From an optimization exercise on the open Yosys and OpenROAD flow, aimed at small area and a short achievable clock period; shortcuts taken in it are not production practice.
In this exercise RTL edits were held to simulation tests only and were not proved equivalent to the original.
No driver is modelled on the clock port, so clocking that relies on it looks cheaper here than on a real chip.
Power is estimated from default activity; no workload was simulated.

==> flow/design.v (excerpt) <==
module CPU_Top #(
    parameter ADDR_WIDTH = 32,
    parameter DAT_WIDTH = 32
) (
    input   clk,
    input   rst_n,
    output  [ADDR_WIDTH - 1 : 0]    im_PC_o,
    output  [ADDR_WIDTH - 1 : 0]    im_next_PC_o,
    input   [ADDR_WIDTH - 1 : 0]    im_wdata_i,
    output  [4 : 0]                 rs1_o,
    output  [4 : 0]                 rs2_o,
    output  [4 : 0]                 rd_o,
    output  [ADDR_WIDTH - 1 : 0]    ALU_o,
    output  [ADDR_WIDTH - 1 : 0]    memory_data_o,
    output  [ADDR_WIDTH - 1 : 0]    store_data_o
);
genvar gi, gb;
wire [31:0] instr  = im_wdata_i;
wire [6:0]  opcode = instr[6:0];
wire [2:0]  f3     = instr[14:12];
wire [4:0]  rs1    = instr[19:15];
wire [4:0]  rs2    = instr[24:20];
wire [4:0]  rd     = instr[11:7];
assign rs1_o = rs1;
assign rs2_o = rs2;
assign rd_o  = rd;
wire op_r  = opcode == 7'b0110011;
wire op_i  = opcode == 7'b0010011;
wire op_ld = opcode == 7'b0000011;
wire op_st = opcode == 7'b0100011;
wire op_br = opcode == 7'b1100011;
  ...
For scale: ~210 I/O pins, roughly 130000 um^2 of cells after synthesis.
export LEC_CHECK = 0
export ABC_CLOCK_PERIOD_IN_PS = 3000
export CAP_MARGIN = 20
export CORE_MARGIN = 2
export CORE_UTILIZATION = 65
export PLACE_DENSITY = 0.72
export SLEW_MARGIN = 20
export SYNTH_HIERARCHICAL = 1
export SYNTH_MINIMUM_KEEP_SIZE = 0
create_clock -name core_clock -period 20.0 [get_ports {clk}]
standard.sh (not shown) runs the stock make flow with config.mk's settings and CLKGATE_MAP_FILE= SYNTH_SCRIPT=/design/flow/synth_recipe.tcl, a recipe that flattens the netlist after the stock synthesis.
==> flow/flow/run.sh <==
#!/bin/bash
# Layout flow: the standard synthesis unchanged, then the ORFS stages
# with these changes:
# - combinational cells set to their smallest size before floorplanning
#   (flow/downsize.tcl); repair_design and the sizing below grow them back
#   where timing needs it;
# - a lighter clock tree (no dummy loads, larger sink clusters);
# - ORFS's setup repair left at its default margin, and instead a greedy
#   sizing of the worst paths (flow/gsize.tcl) after CTS (flow/post_cts.tcl);
#   after global routing, ORFS's repair aims at 6.8 ns of setup slack.
# Each stage's output goes to its own log file here; ORFS's own logs stay
# under orfs/logs.
set -euo pipefail
export FLOW_FLOW_DIR=$PWD/flow
export FLOW_GS_ITER=${FLOW_GS_ITER:-800}
bash standard.sh synth > log_1_synth.txt 2>&1
EXTRA=(
  MATCH_CELL_FOOTPRINT=0
  "PRE_FLOORPLAN_TCL=$PWD/flow/downsize.tcl"
  "POST_CTS_TCL=$PWD/flow/post_cts.tcl"
  "BUFFER_PORTS_ARGS=-buffer_cell sky130_fd_sc_hd__buf_4"
  "CTS_ARGS=-sink_clustering_enable -repair_clock_nets -dont_use_dummy_load -sink_clustering_size 25 -sink_clustering_max_diameter 100"
)
STAGES=${FLOW_STAGES:-floorplan place cts route finish}
n=2
for s in $STAGES; do
  STAGE_EXTRA=()
  # after global routing, ORFS's own setup repair aims at this slack
  if [ "$s" = route ]; then STAGE_EXTRA=(SETUP_SLACK_MARGIN=6.8); fi
  bash standard.sh "${EXTRA[@]}" "${STAGE_EXTRA[@]}" $s > log_${n}_$s.txt 2>&1
  n=$((n+1))
done
==> flow/flow/post_cts.tcl <==
# Hook after CTS (POST_CTS_TCL): greedy sizing of the worst setup paths
# (flow/gsize.tcl) on placement parasitics, repair of the slew and
# capacitance limits the larger cells may have broken, a recovery of area
# on cells with ample slack (gs_recover), then re-legalize.
source $::env(FLOW_FLOW_DIR)/gsize.tcl
set ::gs_est_mode -placement
set_propagated_clock [all_clocks]
estimate_parasitics -placement
puts "post_cts: worst slack before sizing [sta::worst_slack -max]"
gs_run 300 0.10 0.0 1200
estimate_parasitics $::gs_est_mode
repair_design_helper
gs_recover 0.5 600
detailed_placement
check_placement -verbose
estimate_parasitics -placement
puts "post_cts: worst slack after sizing [sta::worst_slack -max]"
Other scripts of this flow, unchanged in this note and not shown: flow/flow/downsize.tcl, flow/flow/gsize.tcl
Rerun with:
--- a/flow/flow/run.sh
+++ b/flow/flow/run.sh
@@ -9,2 +9 @@
-#   sizing of the worst paths (flow/gsize.tcl) after CTS (flow/post_cts.tcl);
-#   after global routing, ORFS's repair aims at 6.8 ns of setup slack.
+#   sizing of the worst paths (flow/gsize.tcl) after CTS (flow/post_cts.tcl).
@@ -27,4 +26 @@
-  STAGE_EXTRA=()
-  # after global routing, ORFS's own setup repair aims at this slack
-  if [ "$s" = route ]; then STAGE_EXTRA=(SETUP_SLACK_MARGIN=6.8); fi
-  bash standard.sh "${EXTRA[@]}" "${STAGE_EXTRA[@]}" $s > log_${n}_$s.txt 2>&1
+  bash standard.sh "${EXTRA[@]}" $s > log_${n}_$s.txt 2>&1
--- a/flow/flow/post_cts.tcl
+++ b/flow/flow/post_cts.tcl
@@ -2 +2,2 @@
-# (flow/gsize.tcl) on placement parasitics, repair of the slew and
+# (flow/gsize.tcl) on placement parasitics, then of the paths within 0.1 ns
+# of the worst, repair of the slew and
@@ -10,0 +12 @@
+gs_run 40 0.03 0.1 600
Outcome: The changed run completed with no timing, DRC or antenna violations; clock skew hardly moves; worst hold slack gets worse by 0.0040 ns; non-clock buffer count falls by 2; flip-flop and latch count does not change; routed wire length rises by about 0.9%; first-iteration DRC count rises by about 3.3%; maximum frequency barely changes; cell area rises by 2.0%.
Rerun with:
--- a/flow/flow/post_cts.tcl
+++ b/flow/flow/post_cts.tcl
@@ -2,4 +2,5 @@
-# (flow/gsize.tcl) on placement parasitics, then of the paths within 0.1 ns
-# of the worst, repair of the slew and
-# capacitance limits the larger cells may have broken, a recovery of area
-# on cells with ample slack (gs_recover), then re-legalize.
+# (flow/gsize.tcl), repair of the slew and capacitance limits the larger
+# cells may have broken, a recovery of area on cells with ample slack
+# (gs_recover), then re-legalize. The sizing sees signal wires 30% more
+# resistive and capacitive than the placement estimate, which is about how
+# much the routed wires come out worse.
@@ -8,0 +10 @@
+set_wire_rc -signal -resistance [expr {8.929e-04 * 1.3}] -capacitance [expr {1.72375e-04 * 1.3}]
@@ -12 +14 @@
-gs_run 40 0.03 0.1 600
+set_wire_rc -signal -layer met1
@@ -13,0 +16 @@
+puts "post_cts: worst slack after sizing, usual wire model [sta::worst_slack -max]"
Outcome:
- wire length goes down by 1.6%
- combinational power goes down by 5.9%
- power goes down by 0.54%
Rerun with:
--- a/flow/flow/post_cts.tcl
+++ b/flow/flow/post_cts.tcl
@@ -4,3 +4,3 @@
-# (gs_recover), then re-legalize. The sizing sees signal wires 30% more
-# resistive and capacitive than the placement estimate, which is about how
-# much the routed wires come out worse.
+# (gs_recover), then re-legalize. The sizing sees signal wires 60% more
+# resistive and capacitive than the placement estimate, to allow for the
+# routed wires coming out worse.
@@ -10 +10 @@
-set_wire_rc -signal -resistance [expr {8.929e-04 * 1.3}] -capacitance [expr {1.72375e-04 * 1.3}]
+set_wire_rc -signal -resistance [expr {8.929e-04 * 1.6}] -capacitance [expr {1.72375e-04 * 1.6}]
=>
- sequential power stays flat
- setup slack gets better by 1.2 ns
- global-route usage went up by 0.30 points
Rerun with:
==> flow/flow/post_cts.tcl (replaced) <==
# Hook after CTS (POST_CTS_TCL): greedy sizing of the worst setup paths
# (flow/gsize.tcl) on placement parasitics, repair of the slew and
# capacitance limits the larger cells may have broken, a recovery of area
# on cells with ample slack (gs_recover), then re-legalize.
source $::env(FLOW_FLOW_DIR)/gsize.tcl
set ::gs_est_mode -placement
set_propagated_clock [all_clocks]
estimate_parasitics -placement
puts "post_cts: worst slack before sizing [sta::worst_slack -max]"
gs_run 300 0.10 0.0 1200
estimate_parasitics $::gs_est_mode
repair_design_helper
gs_recover 0.5 600
detailed_placement
check_placement -verbose
estimate_parasitics -placement
puts "post_cts: worst slack after sizing [sta::worst_slack -max]"
Outcome: Maximum frequency went up by 0.90%. Die area is unchanged. Cell count stays flat. Flip-flop and latch count stays the same.
Rerun with:
--- a/flow/flow/run.sh
+++ b/flow/flow/run.sh
@@ -9 +9,2 @@
-#   sizing of the worst paths (flow/gsize.tcl) after CTS (flow/post_cts.tcl).
+#   sizing of the worst paths (flow/gsize.tcl) after CTS (flow/post_cts.tcl);
+#   after global routing, ORFS's repair aims at 7.6 ns of setup slack.
@@ -26 +27,4 @@
-  bash standard.sh "${EXTRA[@]}" $s > log_${n}_$s.txt 2>&1
+  STAGE_EXTRA=()
+  # after global routing, ORFS's own setup repair aims at this slack
+  if [ "$s" = route ]; then STAGE_EXTRA=(SETUP_SLACK_MARGIN=7.6); fi
+  bash standard.sh "${EXTRA[@]}" "${STAGE_EXTRA[@]}" $s > log_${n}_$s.txt 2>&1
After rerunning: The new run completed with no timing, DRC or antenna violations; total power rose by 1.0%; wire length rose by 3.3%; sequential share of layout area fell by 1.8 points; cell count rose by 1.5%; critical path depth rose by 2; clock-buffer cell count does not change; clock power is about the same; core utilization rose by 3.1 points; final area rose by 4.2%; fmax rose by 5.7%; register-to-register slack is better by 0.36 ns.

[static timing again, ports no longer ideal]
No port has a modelled driver above. Below, the same layouts with a new extraction and two added sets of constraints.
Step 1: set_driving_cell puts a clkbuf_16 on clk and a buf_2 on each other input, an assumption about the parent block.
Step 2 times the ports against the registers' clock, not the clock port: input delays grow and output delays shrink by t, the midpoint of the rising clock arrivals with the driver on.
a / b / c = no drivers / after step 1 / after step 2; a / b = the first two.
run | t, ns | setup slack, ns | hold WS [ns] | slew at the worst register clock pin (ns) | pins driven straight from the clock port
the first run | 0.952 | 6.602 / 6.556 / 6.556 | 0.474 / 0.474 / 0.474 | 0.11 / 0.11 | 1
the second run | 0.958 | 6.573 / 6.522 / 6.522 | 0.470 / 0.470 / 0.470 | 0.11 / 0.11 | 1
the third run | 0.961 | 5.068 / 5.007 / 5.007 | 0.471 / 0.471 / 0.471 | 0.11 / 0.11 | 1
the fourth run | 0.944 | 6.316 / 6.253 / 6.253 | 0.476 / 0.476 / 0.476 | 0.11 / 0.11 | 1
the fifth run | 0.961 | 6.437 / 6.380 / 6.380 | 0.475 / 0.475 / 0.475 | 0.11 / 0.11 | 1
the sixth run | 0.968 | 7.171 / 7.124 / 7.124 | 0.477 / 0.477 / 0.477 | 0.11 / 0.11 | 1
After both steps setup and hold are still met in every run listed. The setup slack of the fourth run, which loses most, moves by -0.063 ns with the drivers and by -0.063 ns with both steps.
